This design comes from an exercise in tuning for small area on the open sky130 flow, not from production work.
The RTL was checked by simulation tests, not by an equivalence proof against the original design.
Power is estimated from default activity; no workload was simulated.

==> flow/design.v <==
module spdif_decoder (
    input clk_in,
    input reset,             
    input rx_in,
    output i2s_bck,
    output i2s_ws,
    output i2s_d0,
    output init_st);         
  reg [2:0] corr;
  always @(posedge clk_in, posedge reset)
    if (reset) corr <= 3'b000;
    else       corr <= {corr[1:0], rx_in};
  wire rxedge = corr[2] ^ corr[1];
  wire rxup   = rxedge & corr[1];
  wire rxdown = rxedge & !corr[1];
  reg [7:0] bckcnt;
  reg [7:0] bitlen;
  reg bitedge;
  reg diffnz;
  reg bck_reg;
  reg phase;
  wire bck_hi = ((bckcnt >= 8'd18) & (bckcnt <= 8'd34)) |
                ((bckcnt >= 8'd52) & (bckcnt <= 8'd68)) |
                ((bckcnt >= 8'd86) & (bckcnt <= 8'd102));
  wire flip = ((bckcnt >= 8'd43) & (bckcnt <= 8'd58) & diffnz) |
              ((bckcnt >= 8'd77) & (bckcnt <= 8'd92));
  always @(posedge clk_in, posedge reset)
    if (reset) begin
      bckcnt  <= 8'h00;
      bitlen  <= 8'hff;
      diffnz  <= 1'b0;
      bck_reg <= 1'b0;
      phase   <= 1'b0;
    end else begin
      bitlen  <= bitedge ? 8'h00 : bitlen + 8'h01;
      if (rxup) begin
        bckcnt <= 8'h00;
        diffnz <= 1'b0;
        if (flip) phase <= !phase;
      end else if (rxdown) begin
        diffnz <= (bckcnt != 8'h00);
      end else begin
        bckcnt  <= bckcnt + 8'h01;
        bck_reg <= bck_hi ^ !phase;
      end
    end
  assign i2s_bck = bck_reg;
  wire le20 = bitlen <= 8'd20;
  wire le38 = bitlen <= 8'd38;
  wire lt42 = bitlen <  8'd42;
  wire gt42 = bitlen >  8'd42;
  reg [3:0] st;
  reg [4:0] idx;
  reg ws_reg, d0_reg;
  reg [23:0] bufL, bufR;
  assign i2s_ws = ws_reg;
  assign i2s_d0 = d0_reg;
  localparam [3:0] INIT_ST = 4'd7;
  localparam [3:0] SEARCH_ST = 4'd5;
  localparam [3:0] S0_ST = 4'd12;
  localparam [3:0] B_ST = 4'd13;
  localparam [3:0] B1_ST = 4'd1;
  localparam [3:0] W_ST = 4'd0;
  localparam [3:0] W1_ST = 4'd3;
  localparam [3:0] M_ST = 4'd10;
  localparam [3:0] M1_ST = 4'd2;
  localparam [3:0] X2L_ST = 4'd9;
  localparam [3:0] W2_ST = 4'd8;
  localparam [3:0] F10_ST = 4'd6;
  localparam [3:0] F11_ST = 4'd4;
  localparam [3:0] F0_ST = 4'd14;
  reg [3:0] st_next;
  always @* begin
    st_next = st;
    case (st)
      INIT_ST:   st_next = SEARCH_ST;
      SEARCH_ST: if (bitedge & gt42) st_next = S0_ST;
      S0_ST:     if (bitedge) st_next = le20 ? B_ST : le38 ? W_ST : gt42 ? M_ST : SEARCH_ST;
      B_ST:      if (bitedge & le20) st_next = B1_ST;
      B1_ST:     if (bitedge & !lt42) st_next = X2L_ST;
      W_ST:      if (bitedge & le20) st_next = W1_ST;
      W1_ST:     if (bitedge & !le20 & lt42) st_next = W2_ST;
      M_ST:      if (bitedge & le20) st_next = M1_ST;
      M1_ST:     if (bitedge & le20) st_next = X2L_ST;
      X2L_ST, W2_ST: if (bitedge) st_next = le20 ? F10_ST : F0_ST;
      F10_ST:    if (bitedge & le20) st_next = F11_ST;
      F11_ST, F0_ST: if (bitedge) begin
                   if (le20) st_next = F10_ST;
                   else if (lt42) st_next = F0_ST;
                   else if (gt42) st_next = S0_ST;
                 end
      default:   st_next = SEARCH_ST;
    endcase
  end
  wire init_st_w = (st == INIT_ST);
  wire data_st  = (st == F11_ST) | (st == F0_ST);
  wire sync2_st = (st == X2L_ST) | (st == W2_ST);
  wire w2_st    = (st == W2_ST);
  wire search_st = (st == SEARCH_ST);
  wire newbit   = (st == F11_ST);
  assign init_st = init_st_w;
  wire in24 = idx < 5'd24;
  wire shift = data_st & bitedge & in24;
  always @(posedge clk_in, posedge reset)
    if (reset) begin
      st     <= INIT_ST;
      ws_reg <= 1'b0;
      d0_reg <= 1'b0;
      bufL   <= 24'h0;
      bufR   <= 24'h0;
    end else begin
      st <= st_next;
      if (sync2_st) ws_reg <= w2_st;
      else if (init_st_w | search_st) ws_reg <= 1'b0;
      if (init_st_w) d0_reg <= 1'b0;
      else if (data_st & in24) d0_reg <= ws_reg ? bufL[idx] : bufR[idx];
      if (shift & !ws_reg) bufL <= {bufL[22:0], newbit};
      if (shift & ws_reg)  bufR <= {bufR[22:0], newbit};
    end
  always @(posedge clk_in) begin
    bitedge <= rxedge;
    if (sync2_st) idx <= 5'd0;
    else if (data_st & bitedge) idx <= idx + 5'd1;
  end
endmodule
module timer_simple (
    input clk_in,
    input reset,             
    input [15:0] cnt,
    output reg done);
   wire hit = &{cnt[15:14], cnt[11:6], cnt[5], !cnt[4], cnt[3:2]};
   always @(posedge clk_in, posedge reset)
     if (reset)    done <= 1'b0;
     else if (hit) done <= 1'b1;
endmodule
module amp_state_control (
    input clk_in,
    input reset,             
    input nerror_in,
    output nmute_out,
    output i2c_active,
    output [7:0] i2c_tick);
  wire [15:0] cnt;
  wire done;
  reg muted;
  clk_div div (.clk_in(clk_in), .reset(reset), .cnt(cnt));
  timer_simple tim (.clk_in(clk_in), .reset(reset), .cnt(cnt), .done(done));
  always @(posedge clk_in, posedge reset)
    if (reset) muted <= 1'b0;
    else if (done & !nerror_in) muted <= 1'b1;
  assign nmute_out = done & !muted;
  assign i2c_active = cnt[15] & !cnt[14] & !done;
  assign i2c_tick = cnt[13:6];
endmodule
module clk_div (
    input clk_in,
    input reset,             
    output [15:0] cnt);
   reg [9:0] hi;
   reg [5:0] lo;
   wire lo_z = (lo[4:0] == 5'b00000);
   wire wrap = lo[5] & lo_z;
   always @(posedge clk_in, posedge reset)
     if (reset) begin
       hi <= 10'h0bf;
       lo <= 6'b100100;
     end else begin
       lo <= {lo[4:0], lo[5] ^ lo[4] ^ lo_z};
       if (wrap) hi <= hi + 10'h001;
     end
   assign cnt = {hi, lo};
endmodule
module amp_i2c_master (
    input [7:0] tick_idx,
    input active,
    output sda,
    output scl);
   reg [1:0] lines;
   always @*
     case (tick_idx)
       8'd0: lines = 2'b11;
       8'd1: lines = 2'b11;
       8'd2: lines = 2'b01;
       8'd3: lines = 2'b00;
       8'd4: lines = 2'b00;
       8'd5: lines = 2'b01;
       8'd6: lines = 2'b01;
       8'd7: lines = 2'b00;
       8'd8: lines = 2'b10;
       8'd9: lines = 2'b11;
       8'd10: lines = 2'b11;
       8'd11: lines = 2'b10;
       8'd12: lines = 2'b00;
       8'd13: lines = 2'b01;
       8'd14: lines = 2'b01;
       8'd15: lines = 2'b00;
       8'd16: lines = 2'b00;
       8'd17: lines = 2'b01;
       8'd18: lines = 2'b01;
       8'd19: lines = 2'b00;
       8'd20: lines = 2'b00;
       8'd21: lines = 2'b01;
       8'd22: lines = 2'b01;
       8'd23: lines = 2'b00;
       8'd24: lines = 2'b00;
       8'd25: lines = 2'b01;
       8'd26: lines = 2'b01;
       8'd27: lines = 2'b00;
       8'd28: lines = 2'b00;
       8'd29: lines = 2'b01;
       8'd30: lines = 2'b01;
       8'd31: lines = 2'b00;
       8'd32: lines = 2'b00;
       8'd33: lines = 2'b01;
       8'd34: lines = 2'b01;
       8'd35: lines = 2'b10;
       8'd36: lines = 2'b10;
       8'd37: lines = 2'b11;
       8'd38: lines = 2'b11;
       8'd39: lines = 2'b10;
       8'd40: lines = 2'b00;
       8'd41: lines = 2'b00;
       8'd42: lines = 2'b01;
       8'd43: lines = 2'b01;
       8'd44: lines = 2'b00;
       8'd45: lines = 2'b10;
       8'd46: lines = 2'b11;
       8'd47: lines = 2'b11;
       8'd48: lines = 2'b10;
       8'd49: lines = 2'b00;
       8'd50: lines = 2'b01;
       8'd51: lines = 2'b01;
       8'd52: lines = 2'b00;
       8'd53: lines = 2'b00;
       8'd54: lines = 2'b01;
       8'd55: lines = 2'b01;
       8'd56: lines = 2'b00;
       8'd57: lines = 2'b00;
       8'd58: lines = 2'b01;
       8'd59: lines = 2'b01;
       8'd60: lines = 2'b00;
       8'd61: lines = 2'b00;
       8'd62: lines = 2'b01;
       8'd63: lines = 2'b01;
       8'd64: lines = 2'b00;
       8'd65: lines = 2'b00;
       8'd66: lines = 2'b01;
       8'd67: lines = 2'b01;
       8'd68: lines = 2'b00;
       8'd69: lines = 2'b00;
       8'd70: lines = 2'b01;
       8'd71: lines = 2'b01;
       8'd72: lines = 2'b00;
       8'd73: lines = 2'b00;
       8'd74: lines = 2'b11;
       8'd75: lines = 2'b11;
       8'd76: lines = 2'b10;
       8'd77: lines = 2'b00;
       8'd78: lines = 2'b00;
       8'd79: lines = 2'b01;
       8'd80: lines = 2'b01;
       8'd81: lines = 2'b00;
       8'd82: lines = 2'b00;
       8'd83: lines = 2'b01;
       8'd84: lines = 2'b01;
       8'd85: lines = 2'b00;
       8'd86: lines = 2'b00;
       8'd87: lines = 2'b01;
       8'd88: lines = 2'b01;
       8'd89: lines = 2'b00;
       8'd90: lines = 2'b10;
       8'd91: lines = 2'b11;
       8'd92: lines = 2'b11;
       8'd93: lines = 2'b10;
       8'd94: lines = 2'b10;
       8'd95: lines = 2'b11;
       8'd96: lines = 2'b11;
       8'd97: lines = 2'b10;
       8'd98: lines = 2'b00;
       8'd99: lines = 2'b01;
       8'd100: lines = 2'b01;
       8'd101: lines = 2'b00;
       8'd102: lines = 2'b00;
       8'd103: lines = 2'b01;
       8'd104: lines = 2'b01;
       8'd105: lines = 2'b00;
       8'd106: lines = 2'b00;
       8'd107: lines = 2'b01;
       8'd108: lines = 2'b01;
       8'd109: lines = 2'b00;
       8'd110: lines = 2'b00;
       8'd111: lines = 2'b11;
       8'd112: lines = 2'b11;
       8'd113: lines = 2'b10;
       8'd114: lines = 2'b01;
       8'd115: lines = 2'b01;
       8'd116: lines = 2'b01;
       8'd117: lines = 2'b01;
       8'd118: lines = 2'b01;
       8'd119: lines = 2'b01;
       8'd120: lines = 2'b01;
       8'd121: lines = 2'b01;
       8'd122: lines = 2'b01;
       8'd123: lines = 2'b01;
       8'd124: lines = 2'b01;
       8'd125: lines = 2'b01;
       8'd126: lines = 2'b01;
       8'd127: lines = 2'b01;
       8'd128: lines = 2'b11;
       8'd129: lines = 2'b11;
       8'd130: lines = 2'b01;
       8'd131: lines = 2'b00;
       8'd132: lines = 2'b00;
       8'd133: lines = 2'b01;
       8'd134: lines = 2'b01;
       8'd135: lines = 2'b00;
       8'd136: lines = 2'b10;
       8'd137: lines = 2'b11;
       8'd138: lines = 2'b11;
       8'd139: lines = 2'b10;
       8'd140: lines = 2'b00;
       8'd141: lines = 2'b01;
       8'd142: lines = 2'b01;
       8'd143: lines = 2'b00;
       8'd144: lines = 2'b00;
       8'd145: lines = 2'b01;
       8'd146: lines = 2'b01;
       8'd147: lines = 2'b00;
       8'd148: lines = 2'b00;
       8'd149: lines = 2'b01;
       8'd150: lines = 2'b01;
       8'd151: lines = 2'b00;
       8'd152: lines = 2'b00;
       8'd153: lines = 2'b01;
       8'd154: lines = 2'b01;
       8'd155: lines = 2'b00;
       8'd156: lines = 2'b00;
       8'd157: lines = 2'b01;
       8'd158: lines = 2'b01;
       8'd159: lines = 2'b00;
       8'd160: lines = 2'b00;
       8'd161: lines = 2'b01;
       8'd162: lines = 2'b01;
       8'd163: lines = 2'b10;
       8'd164: lines = 2'b10;
       8'd165: lines = 2'b11;
       8'd166: lines = 2'b11;
       8'd167: lines = 2'b10;
       8'd168: lines = 2'b00;
       8'd169: lines = 2'b00;
       8'd170: lines = 2'b01;
       8'd171: lines = 2'b01;
       8'd172: lines = 2'b00;
       8'd173: lines = 2'b00;
       8'd174: lines = 2'b01;
       8'd175: lines = 2'b01;
       8'd176: lines = 2'b00;
       8'd177: lines = 2'b10;
       8'd178: lines = 2'b11;
       8'd179: lines = 2'b11;
       8'd180: lines = 2'b10;
       8'd181: lines = 2'b10;
       8'd182: lines = 2'b11;
       8'd183: lines = 2'b11;
       8'd184: lines = 2'b10;
       8'd185: lines = 2'b00;
       8'd186: lines = 2'b01;
       8'd187: lines = 2'b01;
       8'd188: lines = 2'b00;
       8'd189: lines = 2'b10;
       8'd190: lines = 2'b11;
       8'd191: lines = 2'b11;
       8'd192: lines = 2'b10;
       8'd193: lines = 2'b00;
       8'd194: lines = 2'b01;
       8'd195: lines = 2'b01;
       8'd196: lines = 2'b00;
       8'd197: lines = 2'b10;
       8'd198: lines = 2'b11;
       8'd199: lines = 2'b11;
       8'd200: lines = 2'b10;
       8'd201: lines = 2'b00;
       8'd202: lines = 2'b11;
       8'd203: lines = 2'b11;
       8'd204: lines = 2'b10;
       8'd205: lines = 2'b00;
       8'd206: lines = 2'b00;
       8'd207: lines = 2'b01;
       8'd208: lines = 2'b01;
       8'd209: lines = 2'b00;
       8'd210: lines = 2'b00;
       8'd211: lines = 2'b01;
       8'd212: lines = 2'b01;
       8'd213: lines = 2'b00;
       8'd214: lines = 2'b00;
       8'd215: lines = 2'b01;
       8'd216: lines = 2'b01;
       8'd217: lines = 2'b00;
       8'd218: lines = 2'b00;
       8'd219: lines = 2'b01;
       8'd220: lines = 2'b01;
       8'd221: lines = 2'b00;
       8'd222: lines = 2'b10;
       8'd223: lines = 2'b11;
       8'd224: lines = 2'b11;
       8'd225: lines = 2'b10;
       8'd226: lines = 2'b00;
       8'd227: lines = 2'b01;
       8'd228: lines = 2'b01;
       8'd229: lines = 2'b00;
       8'd230: lines = 2'b00;
       8'd231: lines = 2'b01;
       8'd232: lines = 2'b01;
       8'd233: lines = 2'b00;
       8'd234: lines = 2'b00;
       8'd235: lines = 2'b01;
       8'd236: lines = 2'b01;
       8'd237: lines = 2'b00;
       8'd238: lines = 2'b00;
       8'd239: lines = 2'b11;
       8'd240: lines = 2'b11;
       8'd241: lines = 2'b10;
       8'd242: lines = 2'b01;
       8'd243: lines = 2'b01;
       8'd244: lines = 2'b01;
       8'd245: lines = 2'b01;
       8'd246: lines = 2'b01;
       8'd247: lines = 2'b01;
       8'd248: lines = 2'b01;
       8'd249: lines = 2'b01;
       8'd250: lines = 2'b01;
       8'd251: lines = 2'b01;
       8'd252: lines = 2'b01;
       8'd253: lines = 2'b01;
       8'd254: lines = 2'b01;
       8'd255: lines = 2'b01;
       default: lines = 2'b11;
     endcase
   assign sda = !active | lines[1];
   assign scl = !active | lines[0];
endmodule
module amp_frontend (
    input reset,
    input wire clk,
    input rx_in,
    input nerror_in,
    output i2s_bck,
    output i2s_ws,
    output i2s_d0,
    output i2c_sda,
    output i2c_scl,
    output nenable_out,
    output nmute_out);
    wire init_st;
    wire i2c_active;
    wire [7:0] i2c_tick;
    spdif_decoder spdif (
      .clk_in(clk),
      .reset(reset),
      .rx_in(rx_in),
      .i2s_bck(i2s_bck),
      .i2s_ws(i2s_ws),
      .i2s_d0(i2s_d0),
      .init_st(init_st));
    assign nenable_out = init_st;
    amp_state_control ctrl (
      .clk_in(clk),
      .reset(reset),
      .nerror_in(nerror_in),
      .nmute_out(nmute_out),
      .i2c_active(i2c_active),
      .i2c_tick(i2c_tick));
    amp_i2c_master i2c (
      .tick_idx(i2c_tick),
      .active(i2c_active),
      .sda(i2c_sda),
      .scl(i2c_scl));
endmodule
==> flow/flow/run.sh <==
#!/bin/bash
# The standard layout (standard.sh) with three changes:
#  - synthesis maps the logic with an area-oriented ABC recipe (area.abc,
#    best of a few seeds) and
#    leaves adders to ABC instead of mapping them to adder cells first;
#  - the clock tree is built without dummy load cells;
#  - ports get minimum-size buffers.
# make's output goes to standard.log; each tool's log is in orfs/logs.
set -euo pipefail
W=$PWD
export AREA_ABC_SCRIPT=$W/flow/area.abc
export FLOW_SYNTH_TCL=$W/synth_recipe.tcl
export AREA_ABC_DIR=$W/abc_runs
mkdir -p $AREA_ABC_DIR
export ADDER_MAP_FILE=
export CTS_ARGS="-sink_clustering_enable -repair_clock_nets -dont_use_dummy_load -buf_list {sky130_fd_sc_hd__clkbuf_4 sky130_fd_sc_hd__clkbuf_8}"
export BUFFER_PORTS_ARGS="-buffer_cell sky130_fd_sc_hd__buf_1"
sed "s#SYNTH_SCRIPT=[^ ]*#SYNTH_SCRIPT=$W/flow/area_synth.tcl#" standard.sh > area_standard.sh
grep -q "SYNTH_SCRIPT=$W/flow/area_synth.tcl" area_standard.sh
bash area_standard.sh > standard.log 2>&1
==> flow/flow/area.abc <==
strash
&get -n
&fraig -x
&put
scorr
dc2
strash
&get -n
&deepsyn -T 30 -S SEED
&put
dch -f
amap
==> flow/flow/area_synth.tcl <==
# The standard flow's synthesis script (synth_recipe.tcl, which sources ORFS's synth.tcl)
# with one change: the ABC call uses the area-oriented recipe in area.abc
# instead of ORFS's speed script. The recipe's &deepsyn step is run with a
# few random seeds and the mapping with the smallest cell area is kept.
# Registers are mapped before ABC runs, so they are the same as in the
# standard synthesis.
proc abc {args} {
  set i [lsearch $args -script]
  set lib [lindex $args [expr {[lsearch $args -liberty] + 1}]]
  set recipe [read [set f [open $::env(AREA_ABC_SCRIPT)]]][close $f]
  yosys design -save pre_abc
  set best_area ""
  foreach seed {1 3 7 11 13 19 29 37} {
    yosys design -load pre_abc
    set script $::env(AREA_ABC_DIR)/area_seed$seed.abc
    set f [open $script w]
    puts -nonewline $f [string map [list SEED $seed] $recipe]
    close $f
    if {$i >= 0} { lset args [expr {$i + 1}] $script }
    yosys abc {*}$args
    yosys tee -q -o $::env(AREA_ABC_DIR)/area_seed$seed.stat stat -liberty $lib
    set f [open $::env(AREA_ABC_DIR)/area_seed$seed.stat]
    regexp {Chip area for module [^:]*:\s*([0-9.]+)} [read $f] -> area
    close $f
    puts "area-oriented ABC, seed $seed: cell area $area"
    if {$best_area eq "" || $area < $best_area} {
      set best_area $area
      set best_seed $seed
      yosys design -save best_abc
    }
  }
  puts "area-oriented ABC: keeping seed $best_seed ($best_area)"
  yosys design -load best_abc
}
source $::env(FLOW_SYNTH_TCL)
==> flow/standard.sh <==
#!/bin/bash
# synth_recipe.tcl (not shown) runs the flow's synth.tcl, then flattens the netlist and writes it again
# the make line also repeats each setting of config.mk as NAME=value (left out here)
make -C /OpenROAD-flow-scripts/flow DESIGN_CONFIG=/design/flow/config.mk WORK_HOME=/design/flow/orfs CLKGATE_MAP_FILE= SYNTH_SCRIPT=/design/flow/synth_recipe.tcl "${@:-finish}"
==> flow/config.mk <==
export PLATFORM = sky130hd
export DESIGN_NAME = amp_frontend
export DESIGN_NICKNAME = amp_frontend
export VERILOG_FILES = /design/flow/design.v
export SDC_FILE = /design/flow/constraint.sdc
export NUM_CORES = 4
export LEC_CHECK = 0
export CAP_MARGIN = 20
export CORE_MARGIN = 2
export CORE_UTILIZATION = 40
export SLEW_MARGIN = 20
==> flow/constraint.sdc <==
create_clock -name core_clock -period 10.0 [get_ports {clk}]
set_input_delay 2.0000 -clock core_clock [delete_from_list [all_inputs] [get_ports {clk}]]
set_output_delay 2.0000 -clock core_clock [all_outputs]
set_load 0.01 [all_outputs]
==> metrics.md, run 1 <==
| Metric | Value |
|---|---|
| Pre-antenna DRT Iters | `4` |
| Root Driver | `clkbuf_8` |
| R2R setup slack | `7.02 ns` |
| Power per cell area | `253 nW/um^2` |
| Die Wd | `109 um` |
| Slew headroom | `36.7%` |
| Number of DRC markers in iteration 0 | `225` |
| Slew Limit Fails | `0` |
| Dpl ws | `6.07 ns` |
| Max-Cap Viols | `0` |
| Status | `complete, no violations` |
| Boundary Pins | `11` |
| Comb power frac | `31.1%` |
| Gr usage total | `17.3%` |
| Most common cell after layout, fill and taps aside | `nor2_1` |
| Critical path data required time | `8.00 ns` |
| Crit share post-route | `43.2%` |
| Synthesized flop and latch total | `100` |
| Switching power of the nets | `427 uW` |
| DR WL/cell | `14.8 um` |
| Tightest Hold Check Type | `reg -> reg` |
| Cts repair resizes | `0` |
| Final TNS setup | `0 ns` |
| CTS tree | `yes` |
| RSZ-0062 raised after global routing | `no` |
| Via density | `5.52` |
| Flop pwr share | `52.2%` |
| Synth-to-Final Area Change | `8.16%` |
| Commonest cells after routing, fill and taps aside | `92 x nor2_1, 74 x dfrtp_1, 48 x clkinv_1, 48 x o22a_1` |
| Footprint of the multi-input gates | `1740 um^2` |
| Clock Path Buffers | `2` |
| Antenna Nets Post-Route | `0` |
| Post-synth net total | `460` |
| Total gr overflow | `0` |
| Post-route DRC | `0` |
| First-pass GRT wire length | `15900 um` |
| Fmax | `0.232 GHz` |
| Arr. time, crit path | `2.32 ns` |
| Synth Instances | `456` |
| Final Hold Violating Endpoints | `0` |
| Worst-path clk slew | `0.09 ns` |
| Max FO, Critical Path | `6` |
| Post-synthesis cell area | `4420 um^2` |
| Worst Setup End Kind | `output port` |
| Met3 WL post-DR | `381 um` |
| Vias in the first global route | `3344` |
| Met1 Wirelength | `4410 um` |
| CTS Buf Count | `9` |
| Port buffer count | `10` |
| PnR worst setup slack | `5.68 ns` |
| Leak | `0.00180 uW` |
| Overall Power | `1210 uW` |
| CTS hold repair buffers | `0` |
| WS Path Type | `reg -> out` |
| Dpl hpwl | `6310 um` |
| Initial core utilization | `40.9%` |
| WL met2 | `4200 um` |
| Clock share of power | `16.8%` |
| Antenna Cells | `0` |
| Global placement routability congestion | `0.904` |
| Postcts setup bufs | `0` |
| Largest net degree at the start of global routing | `77` |
| Clock sinks | `100` |
| Synth Warn # | `5` |
| # setup viols final | `0` |
| Seq/Total Area, Yosys | `56.5%` |
| Routed via count | `3412` |
| Peak VDD IR | `0.111 mV` |
| Netlist cell types | `37` |
| Die outline height | `109 um` |
| CP startpoint kind | `flip-flop` |
| Row Count | `38` |
| Clk_skew | `0.0178 ns` |
| FILL cells | `1046` |
| Later-pin clock latency in the skew report | `0.36 ns` |
| Sw Ratio | `35.4%` |
| Initial antenna violation count | `0` |
| Htree depth | `3` |
| Die area | `11900 um^2` |
| Internal Pwr Total | `781 uW` |
| FF+latch area | `2500 um^2` |
| Synth Area per Inst | `9.69 um^2` |
| Core area | `10800 um^2` |
| Highest routed layer | `met4` |
| Layout cells sized above 1 | `6.90%` |
| Regs by FF count | `spdif.bufL x24, spdif.bufR x24, ctrl.div.hi x10` |
| NumNets Final | `484` |
| Worst slew pin tran | `0.950 ns` |
| Period minus WS final | `4.32 ns` |
| Drt total wl | `9130 um` |
==> path summary, 6_finish.rpt <==
kind,depth (start not counted),start,end
worst max-delay path,8,ctrl.div.hi[2],i2c_sda
worst min-delay path,0,spdif.corr[0],spdif.corr[1]
worst max register to register,10,spdif.st[1],spdif.bufR[5]
worst min register to register,0,spdif.corr[0],spdif.corr[1]
max in group asynchronous,3,reset,spdif.d0_reg
min in group asynchronous,2,reset,ctrl.div.hi[8]
==> cell families (layout without fill, tap and decap cells) <==
| group | Yosys count | after routing | share of synthesized area [%] |
|---|---|---|---|
| compound gates | 150 | 150 | 24.1 |
| buf+inv | 49 | 71 | 4.16 |
| flops | 100 | 100 | 56.5 |
| simple gates | 156 | 156 | 15.0 |
| xor+xnor | 1 | 1 | 0.198 |
==> stage by stage <==
step | hold slack, ns | cells | util, % | instance area, um^2
detailed placement | 0.341 | 609 | 43.1 | 4650
finish | 0.369 | 618 | 44.3 | 4780
global placement | 0.334 | 609 | 43.1 | 4650
floorplan | 0.331 | 456 | - | 4420
CTS | 0.366 | 618 | 44.3 | 4780
global route | 0.394 | 618 | 44.3 | 4780
==> layout make-up <==
cell class	instances	share of cell area (%)
sequential	100	52.3
multi-input combinational	307	36.3
inverter	49	3.88
tap	140	3.67
clock buffer	9	2.59
timing repair buffer	13	1.26
==> metal layers <==
| metal | up-vias | global-route usage, % |
|---|---|---|
| li1 | 1704 | - |
| met1 | 1630 | 23.4 |
| met2 | 64 | 27.5 |
| met3 | 14 | 3.35 |
| met4 | 0 | 6.87 |
| met5 | - | 0 |
==> cells in the mapped netlist (all sizes together) <==
cell	n	area (um^2)
a2111oi	1	8.76
a211oi	9	67.6
a21oi	22	110
a222oi	1	10.0
a22o	1	8.76
a22oi	3	22.5
a311oi	1	8.76
a31oi	6	37.5
a32o	1	10.0
and3	1	6.26
clkinv	49	184
dfrtp	74	1850
dfstp	20	526
dfxtp	6	120
nand2	25	93.8
nand2b	2	12.5
nand3	1	5.00
nand4	2	12.5
nor2	92	345
nor2b	1	6.26
nor3	20	100
nor3b	2	15.0
nor4	7	43.8
o211ai	3	22.5
o21a	8	60.1
o21ai	25	125
o21bai	1	7.51
o221ai	4	35.0
o22a	48	420
o22ai	12	75.1
o31ai	2	15.0
o32a	1	10.0
o41ai	1	8.76
or2	1	6.26
or4	1	7.51
or4b	1	10.0
xnor2	1	8.76
==> power groups by stage <==
stage | Sequential, uW | Combinational [uW] | Clock, uW
after CTS | 630 | 379 | 212
after floorplan | 606 | 303 | 0
after global routing | 647 | 427 | 228
after global placement | 634 | 369 | 0
after detailed placement | 638 | 377 | 0
final | 630 | 376 | 203
==> worst max-delay path, cell delays in order, from the launching register on <==
cell	delay (ns)
dfstp_2	0.58
clkinv_1	0.16
nor2_1	0.17
a21oi_1	0.07
or4_1	0.40
a31oi_1	0.20
nor2_1	0.08
a31oi_1	0.14
buf_1	0.17
==> run 2, diff against run 1 <==
--- a/flow/design.v
+++ b/flow/design.v
@@ -28,10 +28,10 @@
     if (reset) begin
       bckcnt  <= 8'h00;
-      bitlen  <= 8'hff;
+      bitedge <= 1'b1;
       diffnz  <= 1'b0;
       bck_reg <= 1'b0;
       phase   <= 1'b0;
     end else begin
-      bitlen  <= bitedge ? 8'h00 : bitlen + 8'h01;
+      bitedge <= rxedge;
       if (rxup) begin
         bckcnt <= 8'h00;
@@ -119,5 +119,5 @@
     end
   always @(posedge clk_in) begin
-    bitedge <= rxedge;
+    bitlen <= bitedge ? 8'h00 : bitlen + 8'h01;
     if (sync2_st) idx <= 5'd0;
     else if (data_st & bitedge) idx <= idx + 5'd1;
==> run 2 against run 1 <==
  * Synthesized cell count grew 4.8%
  * Via count grew 2.6%
  * Design area shrank 0.45%
  * Core utilization shrank 0.20 points
  * Largest power group unchanged
  * Highest routed layer unchanged
==> metrics.md, run 2 <==
| Metric | Value |
|---|---|
| Htree depth | `3 (unchanged)` |
| Regs by FF count | `spdif.bufL x24, spdif.bufR x24, ctrl.div.hi x10 (unchanged)` |
| Worst slew pin tran | `0.807 ns (was 0.950 ns)` |
| Drt total wl | `8790 um (was 9130 um)` |
| NumNets Final | `506 (was 484)` |
| Synthesized flop and latch total | `100 (unchanged)` |
| CP max-delay cell | `dfstp_2 (unchanged)` |
| Yosys top cell area share | `42.1% (was 41.9%)` |
| Cts repair resizes | `0 (unchanged)` |
| Commonest cells after routing, fill and taps aside | `97 x nor2_1, 74 x dfrtp_1, 55 x clkinv_1 (was 92 x nor2_1, 74 x dfrtp_1, 48 x clkinv_1, 48 x o22a_1)` |
| Dpl hpwl | `6330 um (was 6310 um)` |
| Via density | `5.47 (was 5.52)` |
| FILL cells | `1038 (was 1046)` |
| Die outline height | `109 um (about the same)` |
| Boundary Pins | `11 (unchanged)` |
| CTS Buf Count | `9 (unchanged)` |
| Clock sinks | `100 (unchanged)` |
| Vias in the first global route | `3362 (was 3344)` |
| Post-synth net total | `482 (was 460)` |
| Worst-path clk slew | `0.10 ns (was 0.09 ns)` |
| Layout cells sized above 1 | `5.20% (was 6.90%)` |
| CP startpoint kind | `flip-flop (unchanged)` |
| Synth Area per Inst | `9.20 um^2 (was 9.69 um^2)` |
| Die Wd | `109 um (about the same)` |
| Most common cell after layout, fill and taps aside | `nor2_1 (unchanged)` |
| Seq/Total Area, Yosys | `55.8% (was 56.5%)` |
| Post-synthesis cell area | `4400 um^2 (was 4420 um^2)` |
| Biggest cell delay along the critical path | `0.58 ns (about the same)` |
| Clk_skew | `0.0272 ns (was 0.0178 ns)` |
| Final TNS setup | `0 ns (unchanged)` |
| Total gr overflow | `0 (unchanged)` |
| Bufs and invs on worst path | `3 (was 2)` |
| Gr usage total | `16.6% (was 17.3%)` |
| Yosys top cell by area | `dfrtp_1 (unchanged)` |
| DR WL/cell | `13.7 um (was 14.8 um)` |
| Power per cell area | `218 nW/um^2 (was 253 nW/um^2)` |
| Slew Limit Fails | `0 (unchanged)` |
| Max-Cap Viols | `0 (unchanged)` |
| Fmax | `0.240 GHz (was 0.232 GHz)` |
| Status | `complete, no violations (unchanged)` |
| Antenna Cells | `0 (unchanged)` |
| Slew headroom | `46.2% (was 36.7%)` |
| Die area | `11800 um^2 (was 11900 um^2)` |
| Row Count | `38 (unchanged)` |
| Number of DRC markers in iteration 0 | `286 (was 225)` |
| WS Path Type | `reg -> out (unchanged)` |
| Post-synth top cells | `97 x nor2_1, 74 x dfrtp_1, 56 x clkinv_1 (was 92 x nor2_1, 74 x dfrtp_1, 49 x clkinv_1)` |
| Max FO, Critical Path | `5 (was 6)` |
| Synth-to-Final Area Change | `8.20% (was 8.16%)` |
| Post-route DRC | `0 (unchanged)` |
| Root Driver | `clkbuf_8 (unchanged)` |
| # setup viols final | `0 (unchanged)` |
| Crit share post-route | `41.6% (was 43.2%)` |
| CTS hold repair buffers | `0 (unchanged)` |
| Global placement routability congestion | `0.957 (was 0.904)` |
| Pre-antenna DRT Iters | `6 (was 4)` |
| Fin util | `44.1% (was 44.3%)` |
| Final Hold Violating Endpoints | `0 (unchanged)` |
| Top cells by area, synth | `dfrtp_1 42%, nor2_1 8.3%, dfstp_2 7.8%, o22a_1 6.6%, dfxtp_1 5.9% (was dfrtp_1 42%, dfstp_2 12%, o22a_1 9.5%, nor2_1 7.8%, clkinv_1 4.2%)` |
| Period minus WS final | `4.16 ns (was 4.32 ns)` |
| Core area | `10800 um^2 (unchanged)` |
| Synth Instances | `478 (was 456)` |
| Synth Warn # | `5 (unchanged)` |
| Arr. time, crit path | `2.16 ns (was 2.32 ns)` |
| Critical path data required time | `8.00 ns (about the same)` |
| CTS tree | `yes (unchanged)` |
| Initial antenna violation count | `0 (unchanged)` |
| Postcts setup bufs | `0 (unchanged)` |
| Crit path max-delay family | `flip-flops (was simple AND/OR/NAND/NOR gates)` |
| Top FF cell, synth | `dfrtp_1 (unchanged)` |
| Clock Path Buffers | `2 (unchanged)` |
| Initial core utilization | `40.7% (was 40.9%)` |
| Port buffer count | `10 (unchanged)` |
| Tightest Hold Check Type | `reg -> reg (unchanged)` |
| Antenna Nets Post-Route | `0 (unchanged)` |
| RSZ-0062 raised after global routing | `no (unchanged)` |
| Most frequent cell after synthesis | `nor2_1 (unchanged)` |
| Async SR Flop Fraction | `87.0% (was 94.0%)` |
| Worst Setup End Kind | `output port (unchanged)` |
| First-pass GRT wire length | `15400 um (was 15900 um)` |
| Leak | `0.00190 uW (was 0.00180 uW)` |
| Routed via count | `3501 (was 3412)` |
| Post-synth EDFFs | `0 (unchanged)` |
| CP Cell Sequence | `clkinv_1, nand2_1, clkinv_1, nor2_1, o221ai_1, o221a_1, nor3_1, nor2_1, o21ai_0, buf_1 (was clkinv_1, nor2_1, a21oi_1, or4_1, a31oi_1, nor2_1, a31oi_1, buf_1)` |
| Later-pin clock latency in the skew report | `0.36 ns (about the same)` |
| Peak VDD IR | `0.118 mV (was 0.111 mV)` |
| Netlist cell types | `32 (was 37)` |
| Largest net degree at the start of global routing | `67 (was 77)` |
## run 2: worst reg2reg max path, stage by stage (launching register included)
cell and delay (ns):
dfstp_2 0.60, o21ai_0 0.14, nor2_1 0.19, nand2_1 0.11, a21oi_1 0.27, nand2_1 0.11
nor2_1 0.10, buf_4 0.28, clkinv_1 0.57, o22a_1 0.37
## run 2: report_power, final
group          switching [uW]  internal, uW  total, uW
Sequential               73.1           493        566
Clock                     117          81.0        198
Combinational             151           124        275
## run 2: worst paths after layout
| kind | from | slack, ns | cells after the start | endpoint |
|---|---|---|---|---|
| setup / recovery | ctrl.div.hi[3] | 5.84 | 10 | i2c_sda |
| hold reg to reg | spdif.corr[0] | 0.36 | 0 | spdif.corr[1] |
| setup reg to reg | spdif.st[2] | 7.11 | 9 | spdif.bufR[13] |
| min in group asynchronous | reset | 1.59 | 2 | ctrl.div.hi[6] |
| max in group asynchronous | reset | 7.23 | 3 | spdif.bufR[7] |
| hold / removal | spdif.corr[0] | 0.36 | 0 | spdif.corr[1] |
## run 2: kinds of logic (layout without fill, tap and decap cells)
family | after synthesis | count (layout) | synth area share (%)
simple gates | 168 | 168 | 15.7
flops | 100 | 100 | 55.8
compound gates | 154 | 154 | 23.7
buf+inv | 56 | 78 | 4.78
## run 2: area by class of cell
type	count	area, um^2	area share, %
multi-input combinational	322	1730	36.4
clock buffer	9	124	2.60
inverter	56	211	4.45
timing repair buffer	13	60.1	1.26
tap	140	175	3.68
sequential	100	2450	51.6
## run 2: layer usage
layer / vias to the layer above / global-route usage (%) / wire length [um]
met1: 1655 / 21.6 / 4160
met3: 24 / 4.18 / 299
met5: - / 0 / 0
met4: 0 / 6.14 / 187
li1: 1745 / - / -
met2: 77 / 26.8 / 4150
## run 2: through the flow
| stage | hold slack, ns | cell area (um^2) | worst slack (ns) | cells | power, uW |
|---|---|---|---|---|---|
| after floorplan | 0.331 | 4400 | 6.51 | 478 | 774 |
| after global placement | 0.335 | 4630 | 6.31 | 631 | 844 |
| after detailed placement | 0.339 | 4630 | 6.25 | 631 | 850 |
| after CTS | 0.363 | 4760 | 5.83 | 640 | 1050 |
| after global routing | 0.368 | 4760 | 5.53 | 640 | 1110 |
| final | 0.359 | 4760 | 5.84 | 640 | 1040 |
==> run 3, diff against run 2 <==
--- a/flow/design.v
+++ b/flow/design.v
@@ -107,6 +107,4 @@
       ws_reg <= 1'b0;
       d0_reg <= 1'b0;
-      bufL   <= 24'h0;
-      bufR   <= 24'h0;
     end else begin
       st <= st_next;
@@ -115,7 +113,14 @@
       if (init_st_w) d0_reg <= 1'b0;
       else if (data_st & in24) d0_reg <= ws_reg ? bufL[idx] : bufR[idx];
+    end
+  always @(posedge clk_in) begin
+    if (init_st_w) begin
+      bufL <= 24'h0;
+      bufR <= 24'h0;
+    end else begin
       if (shift & !ws_reg) bufL <= {bufL[22:0], newbit};
       if (shift & ws_reg)  bufR <= {bufR[22:0], newbit};
     end
+  end
   always @(posedge clk_in) begin
     bitlen <= bitedge ? 8'h00 : bitlen + 8'h01;
==> run 3 against run 2 <==
  * Sequential share of layout area decreased by 2.9 points
  * Clock skew increased by 0.0028 ns
  * Largest cell class unchanged
  * Core utilization increased by 0.15 points
  * Combinational power increased by 28%
  * Highest routed layer unchanged
  * Final cell count increased by 1.9%
  * Total power increased by 9.7%
  * Via count increased by 1.6%
  * Routed wire length decreased by 0.77%
  * Largest power group unchanged
  * Critical path depth decreased by 1
  * Still clean on timing, DRC and antenna
  * Maximum frequency decreased by 5.2%
  * Die area decreased by 4.2%
  * Setup slack got worse by 0.23 ns
==> metrics.md, run 3 <==
| Metric | Value |
|---|---|
| Synthesized flop and latch total | `100 (unchanged)` |
| Period minus WS final | `4.39 ns (was 4.16 ns)` |
| FILL cells | `1021 (was 1038)` |
| Top cells by area, synth | `dfxtp_1 29%, dfrtp_1 15%, o22ai_1 9.5%, clkinv_1 8.3%, dfstp_2 8.1% (was dfrtp_1 42%, nor2_1 8.3%, dfstp_2 7.8%, o22a_1 6.6%, dfxtp_1 5.9%)` |
| Pre-antenna DRT Iters | `5 (was 6)` |
| Netlist cell types | `41 (was 32)` |
| Port buffer count | `10 (unchanged)` |
| Most common cell after layout, fill and taps aside | `clkinv_1 (was nor2_1)` |
| Fmax | `0.228 GHz (was 0.240 GHz)` |
| Async SR Flop Fraction | `39.0% (was 87.0%)` |
| WS Path Type | `reg -> out (unchanged)` |
| Row Count | `37 (was 38)` |
| Xor/xnor share of the synthesized area | `0% (unchanged)` |
| Regs by FF count | `spdif.bufL x24, spdif.bufR x24, ctrl.div.hi x10 (unchanged)` |
| Die Wd | `107 um (was 109 um)` |
| Synth Instances | `496 (was 478)` |
| Tightest Hold Check Type | `reg -> reg (unchanged)` |
| RSZ-0062 raised after global routing | `no (unchanged)` |
| Boundary Pins | `11 (unchanged)` |
| CTS hold repair buffers | `0 (unchanged)` |
| Yosys top cell area share | `29.0% (was 42.1%)` |
| CTS tree | `yes (unchanged)` |
| Cts repair resizes | `0 (unchanged)` |
| Die area | `11400 um^2 (was 11800 um^2)` |
| Largest net degree at the start of global routing | `40 (was 67)` |
| Synth-to-Final Area Change | `8.06% (was 8.20%)` |
| Drt total wl | `8720 um (was 8790 um)` |
| Commonest cells after routing, fill and taps aside | `93 x clkinv_1, 81 x nor2_1, 64 x o22ai_1 (was 97 x nor2_1, 74 x dfrtp_1, 55 x clkinv_1)` |
| Power per cell area | `251 nW/um^2 (was 218 nW/um^2)` |
| Root Driver | `clkbuf_8 (unchanged)` |
| Worst slew pin tran | `0.945 ns (was 0.807 ns)` |
| NumNets Final | `522 (was 506)` |
| Status | `complete, no violations (unchanged)` |
| Largest family of logic cells by synthesized area | `compound AO/OA/AOI/OAI gates (unchanged)` |
| Gr usage total | `16.3% (was 16.6%)` |
| CP startpoint kind | `flip-flop (unchanged)` |
| RR Startpoint | `spdif.st[2] (unchanged)` |
| R2R setup slack | `6.64 ns (was 7.11 ns)` |
| Max FO, Critical Path | `7 (was 5)` |
| Clock Path Buffers | `2 (unchanged)` |
| Most frequent cell after synthesis | `clkinv_1 (was nor2_1)` |
| Layout cells sized above 1 | `4.46% (was 5.20%)` |
| Post-synthesis cell area | `4210 um^2 (was 4400 um^2)` |
| Adder-cell area share of the yosys netlist | `0% (unchanged)` |
| First-pass GRT wire length | `15200 um (was 15400 um)` |
| Hold path depth | `0 (unchanged)` |
| Post-synth EDFFs | `0 (unchanged)` |
| Vias in the first global route | `3383 (was 3362)` |
| Post-synth top cells | `93 x clkinv_1, 81 x nor2_1, 64 x o22ai_1 (was 97 x nor2_1, 74 x dfrtp_1, 56 x clkinv_1)` |
| Initial antenna violation count | `0 (unchanged)` |
| Postcts setup bufs | `0 (unchanged)` |
| Reg-to-reg endpoint | `spdif.bufR[3] (was spdif.bufR[13])` |
| Max-Cap Viols | `0 (unchanged)` |
| Non-Filler Instances | `652 (was 640)` |
| Dpl hpwl | `6140 um (was 6330 um)` |
| Post-synth net total | `500 (was 482)` |
| Peak VDD IR | `0.0893 mV (was 0.118 mV)` |
| Clk_skew | `0.0300 ns (was 0.0272 ns)` |
| Slew headroom | `36.9% (was 46.2%)` |
| Crit share post-route | `43.9% (was 41.6%)` |
| Antenna Cells | `0 (unchanged)` |
| Core area | `10300 um^2 (was 10800 um^2)` |
| Routed via count | `3556 (was 3501)` |
| Worst-path clk slew | `0.08 ns (was 0.10 ns)` |
| Final TNS setup | `0 ns (unchanged)` |
| Antenna Nets Post-Route | `0 (unchanged)` |
| Placed cells | `643 (was 631)` |
| Synth Area in Simple Gates | `15.0% (was 15.7%)` |
| Clock sinks | `100 (unchanged)` |
| Cell depth of the worst flop-to-flop path | `6 (was 9)` |
| Slew Limit Fails | `0 (unchanged)` |
| Total gr overflow | `0 (unchanged)` |
| Fin Hold WS | `0.365 ns (was 0.359 ns)` |
| Number of DRC markers in iteration 0 | `149 (was 286)` |
| Post-route DRC | `0 (unchanged)` |
| Later-pin clock latency in the skew report | `0.36 ns (about the same)` |
| Worst Hold Launch | `spdif.corr[0] (unchanged)` |
| Htree depth | `3 (unchanged)` |
| Final Hold Violating Endpoints | `0 (unchanged)` |
| Compound-Gate Fraction of Synth Area | `24.1% (was 23.7%)` |
| Post-synthesis mux area share | `0% (unchanged)` |
| Synth Warn # | `5 (unchanged)` |
| WHS Endpoint | `spdif.corr[1] (unchanged)` |
| Critical path data required time | `8.00 ns (about the same)` |
| Via density | `5.45 (was 5.47)` |
| Seq/Total Area, Yosys | `52.6% (was 55.8%)` |
| # setup viols final | `0 (unchanged)` |
| Yosys top cell by area | `dfxtp_1 (was dfrtp_1)` |
| Die outline height | `107 um (was 109 um)` |
| Synth Area per Inst | `8.48 um^2 (was 9.20 um^2)` |
| DR WL/cell | `13.4 um (was 13.7 um)` |
| Top FF cell, synth | `dfxtp_1 (was dfrtp_1)` |
| Initial core utilization | `40.9% (was 40.7%)` |
| Global placement routability congestion | `0.919 (was 0.957)` |
| Arr. time, crit path | `2.39 ns (was 2.16 ns)` |
| Leak | `0.00158 uW (was 0.00190 uW)` |
| CTS Buf Count | `9 (unchanged)` |
| Worst Setup End Kind | `output port (unchanged)` |
-- run 3: routing by layer --
metal	share of wire (%)	vias to the layer above	routed length, um	track usage, %
met2	47	88	4130	27.5
met3	3.8	18	335	3.86
met5	0	-	0	0
met1	47	1650	4120	20.9
met4	1.7	0	144	4.92
li1	-	1800	-	-
-- run 3: final cells by class --
| class | count | area (um^2) | area share, % |
|---|---|---|---|
| tap | 136 | 170 | 3.74 |
| timing repair buffer | 11 | 45.0 | 0.991 |
| inverter | 93 | 349 | 7.68 |
| sequential | 100 | 2210 | 48.7 |
| clock buffer | 9 | 124 | 2.73 |
| multi-input combinational | 303 | 1640 | 36.2 |
-- run 3: worst max-delay path, stage by stage, from the launching register on --
cell,delay [ns]
dfstp_2,0.57
clkinv_1,0.17
nand2_1,0.17
nand2_1,0.09
and2_0,0.17
o32a_1,0.31
nor4_1,0.17
nor2_1,0.07
o21ai_0,0.14
buf_1,0.16
-- run 3: kinds of logic after synthesis --
kind of cell / count (synthesis)
AO/OA/AOI/OAI: 157
flip-flops: 100
AND/OR/NAND/NOR: 146
buffers and inverters: 93
-- run 3: metrics by stage --
stage / total power (uW) / area (um^2) / utilization, % / setup WS [ns]
after CTS: 1150 / 4550 / 44.2 / 5.61
after detailed placement: 943 / 4420 / 43.0 / 6.01
after floorplan: 849 / 4210 / - / 6.19
after global routing: 1220 / 4550 / 44.2 / 5.41
after global placement: 933 / 4420 / 43.0 / 6.08
final: 1140 / 4550 / 44.2 / 5.61
-- run 3: worst max path at each step --
| stage | startpoint | end | slack (ns) | cells past startpoint |
|---|---|---|---|---|
| 3_5_place_dp | ctrl.div.hi[1] | i2c_sda | 6.01 | 9 |
| 5_1_grt | ctrl.div.hi[1] | i2c_sda | 5.41 | 9 |
| 6_report | ctrl.div.hi[1] | i2c_sda | 5.61 | 9 |
| 3_3_place_gp | ctrl.div.hi[1] | i2c_sda | 6.08 | 9 |
| 4_1_cts | ctrl.div.hi[1] | i2c_sda | 5.61 | 9 |
| 2_1_floorplan | ctrl.div.hi[1] | i2c_sda | 6.19 | 8 |
-- run 3: report_power, final --
group	switching [uW]	leakage (uW)	internal, uW
clock	121	0.0000647	81.0
sequential	69.8	0.000960	517
combinational	223	0.000554	128
total	414	0.00158	726
==> run 4, diff against run 3 <==
--- a/flow/design.v
+++ b/flow/design.v
@@ -7,8 +7,24 @@
     output i2s_d0,
     output init_st);         
+  localparam [3:0] INIT_ST = 4'd7;
+  localparam [3:0] SEARCH_ST = 4'd5;
+  localparam [3:0] S0_ST = 4'd12;
+  localparam [3:0] B_ST = 4'd13;
+  localparam [3:0] B1_ST = 4'd1;
+  localparam [3:0] W_ST = 4'd0;
+  localparam [3:0] W1_ST = 4'd3;
+  localparam [3:0] M_ST = 4'd10;
+  localparam [3:0] M1_ST = 4'd2;
+  localparam [3:0] X2L_ST = 4'd9;
+  localparam [3:0] W2_ST = 4'd8;
+  localparam [3:0] F10_ST = 4'd6;
+  localparam [3:0] F11_ST = 4'd4;
+  localparam [3:0] F0_ST = 4'd14;
+  reg [3:0] st;
+  wire init = (st == INIT_ST);
+  assign init_st = init;
   reg [2:0] corr;
-  always @(posedge clk_in, posedge reset)
-    if (reset) corr <= 3'b000;
-    else       corr <= {corr[1:0], rx_in};
+  always @(posedge clk_in)
+    corr <= {corr[1:0] & {2{!init}}, rx_in};
   wire rxedge = corr[2] ^ corr[1];
   wire rxup   = rxedge & corr[1];
@@ -26,12 +42,21 @@
               ((bckcnt >= 8'd77) & (bckcnt <= 8'd92));
   always @(posedge clk_in, posedge reset)
-    if (reset) begin
-      bckcnt  <= 8'h00;
-      bitedge <= 1'b1;
-      diffnz  <= 1'b0;
+    if (reset)
       bck_reg <= 1'b0;
+    else if (init)
+      bck_reg <= 1'b1;
+    else if (!rxedge)
+      bck_reg <= bck_hi ^ !phase;
+  assign i2s_bck = bck_reg;
+  always @(posedge clk_in)
+    if (init) begin
+      bckcnt  <= 8'h01;
+      bitedge <= 1'b0;
+      bitlen  <= 8'h00;
+      diffnz  <= 1'b0;
       phase   <= 1'b0;
     end else begin
       bitedge <= rxedge;
+      bitlen  <= bitedge ? 8'h00 : bitlen + 8'h01;
       if (rxup) begin
         bckcnt <= 8'h00;
@@ -41,33 +66,11 @@
         diffnz <= (bckcnt != 8'h00);
       end else begin
-        bckcnt  <= bckcnt + 8'h01;
-        bck_reg <= bck_hi ^ !phase;
+        bckcnt <= bckcnt + 8'h01;
       end
     end
-  assign i2s_bck = bck_reg;
   wire le20 = bitlen <= 8'd20;
   wire le38 = bitlen <= 8'd38;
   wire lt42 = bitlen <  8'd42;
   wire gt42 = bitlen >  8'd42;
-  reg [3:0] st;
-  reg [4:0] idx;
-  reg ws_reg, d0_reg;
-  reg [23:0] bufL, bufR;
-  assign i2s_ws = ws_reg;
-  assign i2s_d0 = d0_reg;
-  localparam [3:0] INIT_ST = 4'd7;
-  localparam [3:0] SEARCH_ST = 4'd5;
-  localparam [3:0] S0_ST = 4'd12;
-  localparam [3:0] B_ST = 4'd13;
-  localparam [3:0] B1_ST = 4'd1;
-  localparam [3:0] W_ST = 4'd0;
-  localparam [3:0] W1_ST = 4'd3;
-  localparam [3:0] M_ST = 4'd10;
-  localparam [3:0] M1_ST = 4'd2;
-  localparam [3:0] X2L_ST = 4'd9;
-  localparam [3:0] W2_ST = 4'd8;
-  localparam [3:0] F10_ST = 4'd6;
-  localparam [3:0] F11_ST = 4'd4;
-  localparam [3:0] F0_ST = 4'd14;
   reg [3:0] st_next;
   always @* begin
@@ -93,11 +96,12 @@
     endcase
   end
-  wire init_st_w = (st == INIT_ST);
-  wire data_st  = (st == F11_ST) | (st == F0_ST);
-  wire sync2_st = (st == X2L_ST) | (st == W2_ST);
-  wire w2_st    = (st == W2_ST);
+  wire data_st   = (st == F11_ST) | (st == F0_ST);
+  wire sync2_st  = (st == X2L_ST) | (st == W2_ST);
+  wire w2_st     = (st == W2_ST);
   wire search_st = (st == SEARCH_ST);
-  wire newbit   = (st == F11_ST);
-  assign init_st = init_st_w;
+  wire newbit    = (st == F11_ST);
+  reg [4:0] idx;
+  reg ws_reg, d0_reg;
+  reg [23:0] bufL, bufR;
   wire in24 = idx < 5'd24;
   wire shift = data_st & bitedge & in24;
@@ -110,10 +114,12 @@
       st <= st_next;
       if (sync2_st) ws_reg <= w2_st;
-      else if (init_st_w | search_st) ws_reg <= 1'b0;
-      if (init_st_w) d0_reg <= 1'b0;
+      else if (init | search_st) ws_reg <= 1'b0;
+      if (init) d0_reg <= 1'b0;
       else if (data_st & in24) d0_reg <= ws_reg ? bufL[idx] : bufR[idx];
     end
+  assign i2s_ws = ws_reg;
+  assign i2s_d0 = d0_reg;
   always @(posedge clk_in) begin
-    if (init_st_w) begin
+    if (init) begin
       bufL <= 24'h0;
       bufR <= 24'h0;
@@ -122,7 +128,4 @@
       if (shift & ws_reg)  bufR <= {bufR[22:0], newbit};
     end
-  end
-  always @(posedge clk_in) begin
-    bitlen <= bitedge ? 8'h00 : bitlen + 8'h01;
     if (sync2_st) idx <= 5'd0;
     else if (data_st & bitedge) idx <= idx + 5'd1;
==> run 4 against run 3 <==
  * Still clean on timing, DRC and antenna
  * Synthesized cell count rose by 2.4%
  * Sequential power grew 6.1%
  * Non-clock buffer count unchanged
  * Setup slack better by 0.0042 ns
  * Sequential share of layout area is 0.96 points lower
  * Count of clock-buffer cells in the layout unchanged
  * Register-to-register slack improved by 0.05 ns
  * Via count decreased by 1.9%
  * Hold slack better by 0.023 ns
  * Critical path depth unchanged
  * Design area fell by 1.3%
  * Critical endpoint unchanged
  * Highest routed layer unchanged
==> metrics.md, run 4 <==
| Metric | Value |
|---|---|
| Status | `complete, no violations (unchanged)` |
| CP startpoint kind | `flip-flop (unchanged)` |
| Initial core utilization | `40.7% (was 40.9%)` |
| Period minus WS final | `4.39 ns (about the same)` |
| Initial antenna violation count | `0 (unchanged)` |
| Yosys top cell by area | `dfxtp_1 (unchanged)` |
| Final Hold Violating Endpoints | `0 (unchanged)` |
| Commonest cells after routing, fill and taps aside | `97 x clkinv_1, 89 x nor2_1, 75 x dfxtp_1 (was 93 x clkinv_1, 81 x nor2_1, 64 x o22ai_1)` |
| Worst Setup End Kind | `output port (unchanged)` |
| Synth-to-Final Area Change | `8.17% (was 8.06%)` |
| Antenna Nets Post-Route | `0 (unchanged)` |
| Biggest cell delay along the critical path | `0.58 ns (was 0.57 ns)` |
| Peak VDD IR | `0.151 mV (was 0.0893 mV)` |
| CTS tree | `yes (unchanged)` |
| Regs by FF count | `spdif.bufL x24, spdif.bufR x24, ctrl.div.hi x10 (unchanged)` |
| CTS Buf Count | `9 (unchanged)` |
| Via density | `5.25 (was 5.45)` |
| Total gr overflow | `0 (unchanged)` |
| CTS hold repair buffers | `0 (unchanged)` |
| Port buffer count | `10 (unchanged)` |
| Max FO, Critical Path | `6 (was 7)` |
| Final TNS setup | `0 ns (unchanged)` |
| Later-pin clock latency in the skew report | `0.35 ns (was 0.36 ns)` |
| Htree depth | `3 (unchanged)` |
| Clock Path Buffers | `2 (unchanged)` |
| Yosys top cell area share | `36.2% (was 29.0%)` |
| Footprint of the multi-input gates | `1640 um^2 (about the same)` |
| Drt total wl | `8360 um (was 8720 um)` |
| Worst slew pin tran | `0.950 ns (was 0.945 ns)` |
| Gr usage total | `16.2% (was 16.3%)` |
| Synthesized flop and latch total | `100 (unchanged)` |
| CP max-delay cell | `dfstp_2 (unchanged)` |
| Fmax | `0.228 GHz (about the same)` |
| Postcts setup bufs | `0 (unchanged)` |
| PnR worst setup slack | `5.61 ns (about the same)` |
| Root Driver | `clkbuf_8 (unchanged)` |
| Seq/Total Area, Yosys | `51.6% (was 52.6%)` |
| Post-route DRC | `0 (unchanged)` |
| # setup viols final | `0 (unchanged)` |
| Cts repair resizes | `0 (unchanged)` |
| Dpl hpwl | `5970 um (was 6140 um)` |
| Routed via count | `3489 (was 3556)` |
| Boundary Pins | `11 (unchanged)` |
| FILL cells | `1010 (was 1021)` |
| FF+latch area | `2140 um^2 (was 2210 um^2)` |
| Leak | `0.00154 uW (was 0.00158 uW)` |
| Post-synth top cells | `97 x clkinv_1, 89 x nor2_1, 75 x dfxtp_1 (was 93 x clkinv_1, 81 x nor2_1, 64 x o22ai_1)` |
| First-pass GRT wire length | `15000 um (was 15200 um)` |
| Number of DRC markers in iteration 0 | `182 (was 149)` |
| Dpl ws | `6.02 ns (was 6.01 ns)` |
| Die Wd | `106 um (was 107 um)` |
| WS Path Type | `reg -> out (unchanged)` |
| Power per cell area | `270 nW/um^2 (was 251 nW/um^2)` |
| CP Cell Sequence | `clkinv_1, nor2_1, nor3_1, o21a_1, a2111oi_0, o21ai_0, o211ai_1, nand3_1, buf_1 (was clkinv_1, nand2_1, nand2_1, and2_0, o32a_1, nor4_1, nor2_1, o21ai_0, buf_1)` |
| Global placement routability congestion | `0.890 (was 0.919)` |
| Top cells by area, synth | `dfxtp_1 36%, o22ai_1 8.9%, clkinv_1 8.8%, nor2_1 8.1%, dfrtp_1 7.8% (was dfxtp_1 29%, dfrtp_1 15%, o22ai_1 9.5%, clkinv_1 8.3%, dfstp_2 8.1%)` |
| Most frequent cell after synthesis | `clkinv_1 (unchanged)` |
| Most common cell after layout, fill and taps aside | `clkinv_1 (unchanged)` |
| Clk_skew | `0.0223 ns (was 0.0300 ns)` |
| Largest net degree at the start of global routing | `26 (was 40)` |
| Post-synth net total | `512 (was 500)` |
| Async SR Flop Fraction | `25.0% (was 39.0%)` |
| Slew headroom | `36.5% (was 36.9%)` |
| Core area | `10200 um^2 (was 10300 um^2)` |
| Worst-path clk slew | `0.09 ns (was 0.08 ns)` |
| NumNets Final | `534 (was 522)` |
| Synth Area per Inst | `8.17 um^2 (was 8.48 um^2)` |
| Synth Instances | `508 (was 496)` |
| Die area | `11200 um^2 (was 11400 um^2)` |
| Critical path data required time | `8.00 ns (about the same)` |
| Post-synthesis cell area | `4150 um^2 (was 4210 um^2)` |
| Row Count | `37 (unchanged)` |
| Pre-antenna DRT Iters | `5 (unchanged)` |
| Arr. time, crit path | `2.39 ns (about the same)` |
| Tightest Hold Check Type | `reg -> reg (unchanged)` |
| Synth Warn # | `5 (unchanged)` |
| Vias in the first global route | `3288 (was 3383)` |
| DR WL/cell | `12.6 um (was 13.4 um)` |
| Layout cells sized above 1 | `4.17% (was 4.46%)` |
| Netlist cell types | `34 (was 41)` |
| Antenna Cells | `0 (unchanged)` |
| Max-Cap Viols | `0 (unchanged)` |
| Clock sinks | `100 (unchanged)` |
| Slew Limit Fails | `0 (unchanged)` |
| Bufs and invs on worst path | `2 (unchanged)` |
| Crit share post-route | `43.9% (about the same)` |
| Post-synth EDFFs | `0 (unchanged)` |
| RSZ-0062 raised after global routing | `no (unchanged)` |
| Crit path max-delay family | `compound AO/OA/AOI/OAI gates (was simple AND/OR/NAND/NOR gates)` |
| Die outline height | `106 um (was 107 um)` |
| Top FF cell, synth | `dfxtp_1 (unchanged)` |
| Fin util | `44.1% (was 44.2%)` |
[run 4: worst register-to-register path, delay by kind of cell, from the launching register on]
| kind | cells | cell delay (ns) |
|---|---|---|
| compound gates | 3 | 0.60 |
| buf+inv | 1 | 0.14 |
| flops | 1 | 0.59 |
| simple gates | 3 | 1.81 |
[run 4: metrics by stage]
| stage | power (uW) | hold WS, ns | std cells | cell area, um^2 |
|---|---|---|---|---|
| floorplan | 916 | 0.354 | 508 | 4150 |
| global placement | 1010 | 0.368 | 655 | 4360 |
| detailed placement | 1020 | 0.369 | 655 | 4360 |
| CTS | 1230 | 0.391 | 664 | 4490 |
| global route | 1320 | 0.411 | 664 | 4490 |
| finish | 1210 | 0.388 | 664 | 4490 |
[run 4: kinds of logic (layout without fill, tap and decap cells)]
kind of cell	after synthesis	count (layout)	share of synthesized area, %
DFF	100	100	51.6
AOI/OAI and AO/OA	160	160	24.3
and+or+nand+nor	151	151	15.3
buffers and inverters	97	117	8.78
[run 4: where the power goes]
part / internal, uW / total [uW] / switching, uW / leakage [uW]
logic: 145 / 390 / 246 / 0.000577
clock network: 81.0 / 199 / 118 / 0.0000647
registers: 535 / 623 / 88.1 / 0.000900
[run 4: final cells by class]
cell class | instances | area share (%)
sequential | 100 | 47.7
multi-input combinational | 311 | 36.6
inverter | 97 | 8.11
tap | 136 | 3.79
clock buffer | 9 | 2.76
timing repair buffer | 11 | 1.00
[run 4: path summary, 6_finish.rpt]
check / slack (ns) / startpoint / depth (start not counted) / endpoint
max in group asynchronous: 7.89 / reset / 2 / spdif.st[3]
worst min register to register: 0.39 / ctrl.div.lo[0] / 0 / ctrl.div.lo[1]
worst max register to register: 6.69 / spdif.st[1] / 7 / spdif.bufR[23]
worst min-delay path: 0.39 / ctrl.div.lo[0] / 0 / ctrl.div.lo[1]
min in group asynchronous: 1.69 / reset / 2 / ctrl.div.hi[8]
worst max-delay path: 5.61 / ctrl.div.hi[3] / 9 / i2c_sda
[run 4: per-layer routing]
metal | global-route usage [%] | up-vias | share of wire, %
li1 | - | 1824 | -
met1 | 21.0 | 1581 | 49
met2 | 26.7 | 73 | 46
met3 | 4.21 | 11 | 3.7
met4 | 5.08 | 0 | 1.4
met5 | 0 | - | 0
==> run 5, diff against run 4 <==
==> flow/flow/area.abc (replaced) <==
strash
&get -n
&fraig -x
&put
scorr
dc2
strash
&get -n
&deepsyn -T 30 -S SEED
MAP
==> flow/flow/area_synth.tcl (replaced) <==
# The standard flow's synthesis script (synth_recipe.tcl, which sources ORFS's synth.tcl)
# with one change: the ABC call uses the area-oriented recipe in area.abc
# instead of ORFS's speed script. The recipe's &deepsyn step is run with a
# few random seeds, each followed by two mappers (amap and &nf), and the
# mapping with the smallest cell area is kept.
# Registers are mapped before ABC runs, so they are the same as in the
# standard synthesis.
proc abc {args} {
  set i [lsearch $args -script]
  set lib [lindex $args [expr {[lsearch $args -liberty] + 1}]]
  set recipe [read [set f [open $::env(AREA_ABC_SCRIPT)]]][close $f]
  yosys design -save pre_abc
  set best_area ""
  set maps [dict create amap "&put\ndch -f\namap" nf "&dch -f\n&nf -R 1000\n&put"]
  foreach seed {1 3 7 11 13 19 29 37} {
   foreach m {amap nf} {
    yosys design -load pre_abc
    set script $::env(AREA_ABC_DIR)/area_seed${seed}_$m.abc
    set f [open $script w]
    puts -nonewline $f [string map [list SEED $seed MAP [subst -nocommands -novariables [dict get $maps $m]]] $recipe]
    close $f
    if {$i >= 0} { lset args [expr {$i + 1}] $script }
    yosys abc {*}$args
    yosys tee -q -o $::env(AREA_ABC_DIR)/area_seed${seed}_$m.stat stat -liberty $lib
    set f [open $::env(AREA_ABC_DIR)/area_seed${seed}_$m.stat]
    regexp {Chip area for module [^:]*:\s*([0-9.]+)} [read $f] -> area
    close $f
    puts "area-oriented ABC, seed $seed, $m: cell area $area"
    if {$best_area eq "" || $area < $best_area} {
      set best_area $area
      set best_seed "$seed, $m"
      yosys design -save best_abc
    }
   }
  }
  puts "area-oriented ABC: keeping seed $best_seed ($best_area)"
  yosys design -load best_abc
}
source $::env(FLOW_SYNTH_TCL)
==> run 5 against run 4 <==
  * Design area is 1.3% lower
  * Synthesized cell count shrank 16%
  * First-iteration DRC count rose by 26%
  * Combinational power decreased by 25%
  * Sequential power decreased by 19%
  * Register-to-register slack gained 0.59 ns
  * Final cell count fell by 13%
  * Count of clock-buffer cells in the layout is the same
  * Clock skew rose by 0.0024 ns
  * Maximum frequency is 3.4% higher
  * Flip-flop and latch count is the same
==> metrics.md, run 5 <==
| Metric | Value |
|---|---|
| Status | `complete, no violations (unchanged)` |
| Clock share of power | `20.3% (was 16.4%)` |
| Yosys top cell area share | `36.8% (was 36.2%)` |
| FILL cells | `984 (was 1010)` |
| Port buffer count | `10 (unchanged)` |
| R2R setup slack | `7.28 ns (was 6.69 ns)` |
| Synth Area per Inst | `9.60 um^2 (was 8.17 um^2)` |
| Row Count | `36 (was 37)` |
| Yosys top cell by area | `dfxtp_1 (unchanged)` |
| Root Driver | `clkbuf_8 (unchanged)` |
| Dpl ws | `6.15 ns (was 6.02 ns)` |
| # setup viols final | `0 (unchanged)` |
| Fmax | `0.236 GHz (was 0.228 GHz)` |
| Crit share post-route | `42.4% (was 43.9%)` |
| Initial antenna violation count | `0 (unchanged)` |
| Switching power of the nets | `362 uW (was 452 uW)` |
| Synth Instances | `425 (was 508)` |
| Synthesized flop and latch total | `100 (unchanged)` |
| Tightest Hold Check Type | `reg -> reg (unchanged)` |
| Top FF cell, synth | `dfxtp_1 (unchanged)` |
| Routed via count | `3346 (was 3489)` |
| Arr. time, crit path | `2.24 ns (was 2.39 ns)` |
| Post-synthesis cell area | `4080 um^2 (was 4150 um^2)` |
| Core area | `9820 um^2 (was 10200 um^2)` |
| Worst-path clk slew | `0.09 ns (about the same)` |
| Die Wd | `105 um (was 106 um)` |
| WS Path Type | `reg -> out (unchanged)` |
| Netlist cell types | `41 (was 34)` |
| Sw Ratio | `36.2% (was 37.3%)` |
| Pre-antenna DRT Iters | `5 (unchanged)` |
| Peak VDD IR | `0.153 mV (was 0.151 mV)` |
| Async SR Flop Fraction | `25.0% (unchanged)` |
| Placed cell areas | `4310 um^2 (was 4360 um^2)` |
| Clk_skew | `0.0247 ns (was 0.0223 ns)` |
| Flop pwr share | `50.4% (was 51.4%)` |
| Post-route DRC | `0 (unchanged)` |
| Critical path data required time | `8.00 ns (about the same)` |
| PnR worst setup slack | `5.76 ns (was 5.61 ns)` |
| Slew headroom | `39.8% (was 36.5%)` |
| Total gr overflow | `0 (unchanged)` |
| Max FO, Critical Path | `10 (was 6)` |
| Slew Limit Fails | `0 (unchanged)` |
| Boundary Pins | `11 (unchanged)` |
| Most frequent cell after synthesis | `dfxtp_1 (was clkinv_1)` |
| Seq/Total Area, Yosys | `52.5% (was 51.6%)` |
| Commonest cells after routing, fill and taps aside | `75 x dfxtp_1, 48 x nor2_1, 46 x a22o_1 (was 97 x clkinv_1, 89 x nor2_1, 75 x dfxtp_1)` |
| Non-Filler Instances | `580 (was 664)` |
| Most common cell after layout, fill and taps aside | `dfxtp_1 (was clkinv_1)` |
| Leak | `0.00163 uW (was 0.00154 uW)` |
==> run 5: cell types whose count changed after synthesis, moves of 7 or more <==
cell,previous run,this run
nor2_1,89,48
a211oi_1,14,3
and2_0,0,9
o22ai_1,59,13
xnor2_1,0,7
clkinv_1,97,6
a22o_1,0,46
nor3_1,13,22
nand2b_1,2,9
==> run 5: final cells by class <==
class / instances / area, um^2 / share of cell area, %
tap: 133 / 166 / 3.75
clock buffer: 9 / 124 / 2.80
sequential: 100 / 2140 / 48.3
multi-input combinational: 319 / 1920 / 43.3
inverter: 6 / 22.5 / 0.508
timing repair buffer: 13 / 60.1 / 1.36
==> run 5: per-layer routing <==
metal  part of all wire, %  GRT usage, %  wire (um)
met1                    50          23.6       4330
met2                    45          25.1       3870
met3                   4.0          3.31        340
met4                  0.76          4.57         65
met5                     0             0          0
==> run 5: cell families after synthesis <==
logic type / count (synthesis) / share of synthesized area [%]
and+or+nand+nor: 157 / 18.6
DFF: 100 / 52.5
muxes: 2 / 0.552
xor gates and xnor gates: 12 / 2.58
buffers and inverters: 6 / 0.552
AOI/OAI and AO/OA: 148 / 25.2
==> run 5: critical path: cells and delay by family, from the launching register on <==
kind	cells	cell delay, ns
AOI/OAI and AO/OA	4	0.47
buffers and inverters	1	0.15
DFF	1	0.42
muxes	1	0.33
and+or+nand+nor	2	0.51
==> run 5: through the flow <==
| step | power, uW | util (%) |
|---|---|---|
| 2_1_floorplan | 717 | - |
| 3_3_place_gp | 802 | 43.9 |
| 3_5_place_dp | 806 | 43.9 |
| 4_1_cts | 1010 | 45.1 |
| 5_1_grt | 1070 | 45.1 |
| 6_report | 1000 | 45.1 |
==> run 5: worst paths after layout <==
check	start	end	cells after the start
worst max register to register	spdif.st[1]	spdif.bufR[22]	7
worst min register to register	ctrl.div.lo[0]	ctrl.div.lo[1]	0
min in group asynchronous	reset	ctrl.div.hi[8]	2
max in group asynchronous	reset	spdif.bck_reg	2
worst max-delay path	ctrl.div.hi[3]	i2c_sda	8
worst min-delay path	ctrl.div.lo[0]	ctrl.div.lo[1]	0
==> run 5: power by group through the flow <==
stage	sequential [uW]	combinational (uW)	clock [uW]
finish	505	293	203
global route	514	334	226
CTS	504	294	208
detailed placement	513	293	0
global placement	512	290	0
floorplan	500	217	0

Setup slack of run 5, layout unchanged: 5.759 ns with ideal ports, 5.726 ns with driving cells assumed (clock clkbuf_16, inputs buf_2), 6.102 ns with port delays also shifted by the 0.376 ns mid clock arrival.
